This design comes from an exercise in tuning for small area on the open sky130 flow, not from production work. Only simulation tests tie the RTL to the original design; equivalence was not proved. No driver is modelled on the clock port, so clocking that relies on it looks cheaper here than on a real chip.

## the previous run
==> flow/design.v <==
`timescale 1ns / 1ps
module top(
    input [1:0]   selectionSW,
    input [7:0]   desired_temp,
    input         CLK100MHZ,
    input         rst,
    input         TMP_SDA_i,
    output        TMP_SDA_o,
    output        TMP_SDA_oe,
    output        TMP_SCL,
    output reg [6:0] SEG,
    output reg [7:0] AN,
    output [15:0] LED,
    output redLED,
    output blueLED
    );
    reg [8:0] m;         
    reg [7:0] q;         
    reg [5:0] b60;       
    reg [3:0] a10;       
    reg [2:0] anode_select;
    wire tick10 = (m[8:4] == 5'b11111) & m[1] & m[0];    
    wire tick0  = (m == 9'd49);                           
    wire b59    = (b60[5:3] == 3'b111) & b60[1] & b60[0];  
    wire a9     = a10[3] & a10[0];                         
    wire stat   = tick10 & b59;
    wire an_adv = tick10 & ((~a10[2] & a10[1] & a10[0] & (b60 == 6'd19)) |      
                            (a10[2] & a10[1] & ~a10[0] & (b60 == 6'd39)) |      
                            (a9 & b59));
    always @(posedge CLK100MHZ or posedge rst) begin
        if (rst) begin
            m <= 9'd0;
            q <= 8'd0;
            b60 <= 6'd0;
            a10 <= 4'd0;
            anode_select <= 3'd0;
        end else begin
            m <= tick10 ? 9'd0 : m + 9'd1;
            if (tick10) begin
                q <= (q == 8'd255) ? 8'd200 : q + 8'd1;
                b60 <= b59 ? 6'd0 : b60 + 6'd1;
                if (b59)
                    a10 <= a9 ? 4'd0 : a10 + 4'd1;
            end
            if (an_adv)
                anode_select <= anode_select + 3'd1;
        end
    end
    wire h = (m >= 9'd250);      
    assign TMP_SCL = ~q[0];
    assign TMP_SDA_oe = (q < 8'd217) | (q == 8'd235) | (q == 8'd236) | (q >= 8'd253);
    assign TMP_SDA_o = ~(((q == 8'd200) & h) | ((q == 8'd201) & ~h) |
                         ((q == 8'd203) & h) | ((q >= 8'd204) & (q <= 8'd206)) | ((q == 8'd207) & ~h) |
                         ((q == 8'd209) & h) | (q == 8'd210) | ((q == 8'd211) & ~h) |
                         ((q >= 8'd217) & (q <= 8'd252)));
    wire samp = tick10 & (((q >= 8'd222) & (q <= 8'd234) & ~q[0]) | (q == 8'd238));
    wire first = (q == 8'd222);
    reg [7:0] v;
    reg [2:0] r;
    reg [7:0] f_data;
    wire [2:0] rr = first ? 3'd0 : r;
    wire [4:0] t = {rr, 1'b0} + (TMP_SDA_i ? 5'd9 : 5'd0);
    reg [1:0] dq;
    reg [2:0] rn;
    always @(*) begin
        if (t >= 5'd15)      begin dq = 2'd3; rn = t - 5'd15; end
        else if (t >= 5'd10) begin dq = 2'd2; rn = t - 5'd10; end
        else if (t >= 5'd5)  begin dq = 2'd1; rn = t - 5'd5;  end
        else                 begin dq = 2'd0; rn = t[2:0];    end
    end
    always @(posedge CLK100MHZ) begin
        if (samp) begin
            v <= {v[6:0], 1'b0} + {6'd0, dq};
            r <= rn;
        end
    end
    always @(posedge CLK100MHZ or posedge rst) begin
        if (rst)
            f_data <= 8'd32;
        else if (tick0 & (q == 8'd253))     
            f_data <= v + 8'd32;
    end
    wire svalid = (q >= 8'd60);      
    reg [7:0] ring [0:9];
    integer k;
    wire wr = (m[8:6] == 3'd0) & m[5] & ~m[4] & (m[3:0] == a10) & (b60 == 6'd0);    
    always @(posedge CLK100MHZ) begin
        ring[0] <= svalid ? (wr ? f_data : ring[9]) : 8'd0;
        for (k = 1; k < 10; k = k + 1)
            ring[k] <= ring[k-1];
    end
    wire scan = (m >= 9'd481) & (m <= 9'd490) & b59;
    wire sfirst = (m[3:0] == 4'd1);     
    wire [7:0] x = ring[9];
    reg [11:0] acc;
    reg [7:0] mx, mn;
    wire [11:0] acc0 = sfirst ? 12'd0 : acc;
    wire [4:0] dt = {acc[11:8], acc[7]};
    wire dge = (dt >= 5'd10);
    wire [4:0] dr = dge ? dt - 5'd10 : dt;
    always @(posedge CLK100MHZ) begin
        if (scan)
            acc <= acc0 + {4'd0, x};
        else
            acc <= {dr[3:0], acc[6:0], dge};
        if (scan & (sfirst | (x > mx))) mx <= x;
        if (scan & (sfirst | (x < mn))) mn <= x;
    end
    reg [7:0] avg_temp, max_temp, min_temp;
    always @(posedge CLK100MHZ) begin
        if (stat) begin
            avg_temp <= acc[7:0];
            max_temp <= {mx[7:1], mx[0] | ~(|mx[7:1])};
            min_temp <= mn;
        end
    end
    reg [7:0] display_reg;
    always @(posedge CLK100MHZ) begin
        case (selectionSW)
            2'b00: display_reg <= desired_temp;
            2'b01: display_reg <= svalid ? avg_temp : 8'd0;
            2'b10: display_reg <= svalid ? min_temp : 8'd255;
            2'b11: display_reg <= svalid ? max_temp : 8'd0;
        endcase
    end
    wire [7:0] val = anode_select[2] ? f_data : display_reg;
    wire [7:0] tens8 = val / 8'd10;
    wire [3:0] ones = val % 8'd10;
    wire [3:0] digit = anode_select[0] ? tens8[3:0] : ones;
    always @(*) begin
        if (!anode_select[1])
            SEG = anode_select[0] ? 7'b001_1100 : 7'b011_1000;
        else case (digit)
            4'd0: SEG = 7'b000_0001;
            4'd1: SEG = 7'b100_1111;
            4'd2: SEG = 7'b001_0010;
            4'd3: SEG = 7'b000_0110;
            4'd4: SEG = 7'b100_1100;
            4'd5: SEG = 7'b010_0100;
            4'd6: SEG = 7'b010_0000;
            4'd7: SEG = 7'b000_1111;
            4'd8: SEG = 7'b000_0000;
            4'd9: SEG = 7'b000_0100;
            default: SEG = 7'b111_1111;
        endcase
    end
    always @(*) begin
        AN = 8'hff;
        AN[anode_select] = 1'b0;
    end
    assign LED = {display_reg, f_data};
    assign redLED = f_data < desired_temp;
    assign blueLED = f_data > desired_temp;
endmodule
==> flow/config.mk <==
export PLATFORM = sky130hd
export DESIGN_NAME = top
export DESIGN_NICKNAME = top
export VERILOG_FILES = /design/flow/design.v
export SDC_FILE = /design/flow/constraint.sdc
export NUM_CORES = 4
export LEC_CHECK = 0
export CAP_MARGIN = 20
export CORE_MARGIN = 2
export CORE_UTILIZATION = 40
export SLEW_MARGIN = 20
==> flow/constraint.sdc <==
create_clock -name core_clock -period 25.0 [get_ports {CLK100MHZ}]
set_input_delay 5.0000 -clock core_clock [delete_from_list [all_inputs] [get_ports {CLK100MHZ}]]
set_output_delay 5.0000 -clock core_clock [all_outputs]
set_load 0.01 [all_outputs]
standard.sh (not shown) runs the stock make flow with config.mk's settings and CLKGATE_MAP_FILE= SYNTH_SCRIPT=/design/flow/synth_recipe.tcl, a recipe that flattens the netlist after the stock synthesis.
==> flow/flow/run.sh <==
#!/bin/bash
# Layout flow: the standard ORFS flow (standard.sh), with these changes:
#  - synthesis maps the logic with an area-oriented ABC script (flow/area.abc.in)
#    and without Yosys's half/full-adder extraction. The ABC step is run on the
#    logic Yosys extracts once per random seed of its &deepsyn step, in parallel
#    (flow/seeds.sh), and the smallest mapped netlist is read back. Everything
#    else in the standard synthesis script (synth_recipe.tcl) is unchanged, so the
#    registers are the same;
#  - port buffers use the smallest buffer cell (sky130_fd_sc_hd__buf_1);
#  - clock tree synthesis uses clkbuf_8 buffers and inserts no dummy loads; after
#    it, a leaf clock buffer whose flip-flops see a clock slew over 110 ps is
#    upsized to clkbuf_16 (flow/post_cts.tcl).
# Each tool writes its full log under orfs/logs/ (ABC's per-seed runs: abc_seed_N.log,
# summary in abc_seeds.log); make's output goes to flow_make.log.
# Optional arguments: the make targets (default finish).
set -euo pipefail
W=$(pwd)
F=$W/flow
SEEDS="1 2 3 4 5 6 7 8 9 10 11 12 13 14 15 16"
DEEPSYN_S=${DEEPSYN_S:-150}
YOSYS_ABC=${FLOW_HOME:-/OpenROAD-flow-scripts/flow}/../tools/install/yosys/bin/yosys-abc
[[ -x "$YOSYS_ABC" ]] || YOSYS_ABC=$(command -v yosys-abc)
export YOSYS_ABC
NF='strash
&get -n
&dch -f
&nf -a -R 1000
&put'
printf 'write_blif %s\n%s\n' "$W/abc_in.blif" "$NF" > "$W/abc_dump.abc"
printf 'write_blif %s\nread_blif %s\n' "$W/abc_in2.blif" "$W/abc_best.blif" > "$W/abc_load.abc"
cat > "$W/area_synth.tcl" <<EOF
proc abc {args} {
  set o {}; set s 0; set lib {}; set constr {}; set du {}
  foreach a \$args {
    if {\$s == 1} { set s 0; continue }
    if {\$s == 2} { set s 0; set lib \$a; lappend o \$a; continue }
    if {\$s == 3} { set s 0; lappend du \$a; lappend o \$a; continue }
    if {\$s == 4} { set s 0; set constr \$a; lappend o \$a; continue }
    if {\$a eq "-script"} { set s 1; continue }
    if {\$a eq "-liberty"} { set s 2 }
    if {\$a eq "-dont_use"} { set s 3 }
    if {\$a eq "-constr"} { set s 4 }
    lappend o \$a
  }
  set fh [open $W/abc_lib.txt w]
  set cmd "read_lib"
  foreach c \$du { append cmd " -X \"\$c\"" }
  append cmd " -w \"\$lib\""
  puts \$fh \$cmd
  if {\$constr ne ""} { puts \$fh "read_constr -v \"\$constr\"" }
  close \$fh
  yosys design -save abc_pre
  # extract the logic (written to abc_in.blif) and map it quickly as a fallback
  yosys abc -script $W/abc_dump.abc {*}\$o
  yosys design -save abc_quick
  if {[catch {exec bash $F/seeds.sh $W/abc_in.blif $W/abc_best.blif $W/abc_lib.txt $F/area.abc.in "$SEEDS" 4 $DEEPSYN_S >& $W/abc_seeds.log} err]} {
    puts "area_synth: seed runs failed (\$err), keeping the quick mapping"
    return
  }
  yosys design -load abc_pre
  yosys abc -script $W/abc_load.abc {*}\$o
  set f1 [open $W/abc_in.blif]; set t1 [read \$f1]; close \$f1
  set f2 [open $W/abc_in2.blif]; set t2 [read \$f2]; close \$f2
  regsub -all -line {^#.*$} \$t1 {} t1
  regsub -all -line {^#.*$} \$t2 {} t2
  if {\$t1 ne \$t2} {
    puts "area_synth: ABC input differs between runs, keeping the quick mapping"
    yosys design -load abc_quick
    return
  }
  puts "area_synth: [exec cat $W/abc_seeds.log]"
}
proc extract_fa {args} { }
EOF
cat "$W/synth_recipe.tcl" >> "$W/area_synth.tcl"
sed "s#SYNTH_SCRIPT=[^ ]*#SYNTH_SCRIPT=$W/area_synth.tcl #" "$W/standard.sh" > "$W/area_standard.sh"
bash "$W/area_standard.sh" \
  "BUFFER_PORTS_ARGS=-buffer_cell sky130_fd_sc_hd__buf_1" \
  "CTS_ARGS=-sink_clustering_enable -repair_clock_nets -buf_list sky130_fd_sc_hd__clkbuf_8 -dont_use_dummy_load" \
  "POST_CTS_TCL=$F/post_cts.tcl" \
  "${@:-finish}" > "$W/flow_make.log" 2>&1
==> flow/flow/post_cts.tcl <==
set_propagated_clock [all_clocks]
estimate_parasitics -placement
set upsized 0
foreach inst [get_cells *] {
  if {[get_property $inst ref_name] ne "sky130_fd_sc_hd__clkbuf_8"} { continue }
  set worst 0
  foreach out [get_pins -of_objects $inst -filter "direction == output"] {
    foreach p [get_pins -of_objects [get_nets -of_objects $out] -filter "direction == input"] {
      if {![string match */CLK [get_full_name $p]]} { continue }
      set s [get_property $p slew_max]
      if {$s > $worst} { set worst $s }
    }
  }
  if {$worst > 0.110} {
    puts "post_cts: [get_full_name $inst] slew $worst, upsized"
    replace_cell $inst sky130_fd_sc_hd__clkbuf_16
    incr upsized
  }
}
if {$upsized > 0} {
  detailed_placement
  check_placement -verbose
}
unset_propagated_clock [all_clocks]
puts "post_cts: upsized $upsized clock buffers"
Other scripts of this flow, unchanged in this note and not shown: flow/flow/area.abc.in, flow/flow/seeds.sh
Per the final summary, the previous run finished and its layout is clean on timing, DRC and antenna.
[inputs] the current run vs the previous run
-- flow/flow/run.sh --
<<< the previous run, line 11
#    it, a leaf clock buffer whose flip-flops see a clock slew over 110 ps is
#    upsized to clkbuf_16 (flow/post_cts.tcl).
>>> the current run, line 11
#    it, each leaf clock buffer is resized to the smallest clkbuf that keeps the
#    estimated clock slew at its flip-flops under 105 ps (flow/post_cts.tcl).
==> flow/flow/post_cts.tcl <==
set_propagated_clock [all_clocks]
estimate_parasitics -placement
proc leaf_slew {inst} {
  set worst 0; set n 0
  foreach out [get_pins -of_objects $inst -filter "direction == output"] {
    foreach p [get_pins -of_objects [get_nets -of_objects $out] -filter "direction == input"] {
      if {![string match */CLK [get_full_name $p]]} { continue }
      incr n
      set s [get_property $p slew_max]
      if {$s > $worst} { set worst $s }
    }
  }
  return [list $n $worst]
}
set changes 0
foreach inst [get_cells *] {
  set ref [get_property $inst ref_name]
  if {![string match sky130_fd_sc_hd__clkbuf_* $ref]} { continue }
  lassign [leaf_slew $inst] n w
  if {$n == 0} { continue }
  set best $ref
  foreach c {sky130_fd_sc_hd__clkbuf_2 sky130_fd_sc_hd__clkbuf_4 sky130_fd_sc_hd__clkbuf_8 sky130_fd_sc_hd__clkbuf_16} {
    replace_cell $inst $c
    estimate_parasitics -placement
    lassign [leaf_slew $inst] n w
    if {$w <= 0.105} { set best $c; break }
  }
  replace_cell $inst $best
  if {$best ne $ref} { incr changes }
  estimate_parasitics -placement
  lassign [leaf_slew $inst] n w
  puts "resize_clk: [get_full_name $inst] $n sinks: $ref -> $best, slew $w"
}
if {$changes > 0} {
  detailed_placement
  check_placement -verbose
}
unset_propagated_clock [all_clocks]
puts "resize_clk: $changes clock buffers resized"
Results
Against the previous run, count of plain and timing-repair buffers in the current run fell slightly. ~same multi-input logic portion of the cell area in the previous run and the current run. Re setup slack: the previous run and the current run aren't equal, and the lower value belongs to the current run. Delta (the current run minus the previous run): peak supply drop lost 0.0091 mV, time the final worst path needs with I/O delays and setup picked up an extra 0.23 ns. Looking at dominant combinational cell family by area after synthesis, the simple AND/OR/NAND/NOR gates result is from the previous run; the compound AO/OA/AOI/OAI gates one comes from the current run.

[re-timing with driven ports]
No port has a modelled driver above. Below, the same layouts with a new extraction and two added sets of constraints.
Step 1 (the two cells are an assumption about what drives the block):
set clk [get_ports {CLK100MHZ}]
set_driving_cell -lib_cell sky130_fd_sc_hd__clkbuf_16 $clk
set_driving_cell -lib_cell sky130_fd_sc_hd__buf_2 [delete_from_list [all_inputs] $clk]
Step 2 times the ports against the registers' clock, not the clock port: input delays grow and output delays shrink by t, the midpoint of the rising clock arrivals with the driver on.
Three values: ideal ports, drivers, drivers and shift; two values: the first two.
run | t (ns) | setup slack, ns | hold slack, ns | worst register clock-pin slew, ns | pins driven straight from the clock port
the previous run | 0.475 | 13.732 / 13.685 / 13.685 | 0.314 / 0.314 / 0.314 | 0.10 / 0.10 | 1
the current run | 0.478 | 13.507 / 13.486 / 13.486 | 0.316 / 0.316 / 0.316 | 0.10 / 0.10 | 1
After both steps setup and hold are still met in every run listed. For the previous run, which loses most, drivers alone change the setup slack by -0.047 ns; drivers and shift together by -0.047 ns.
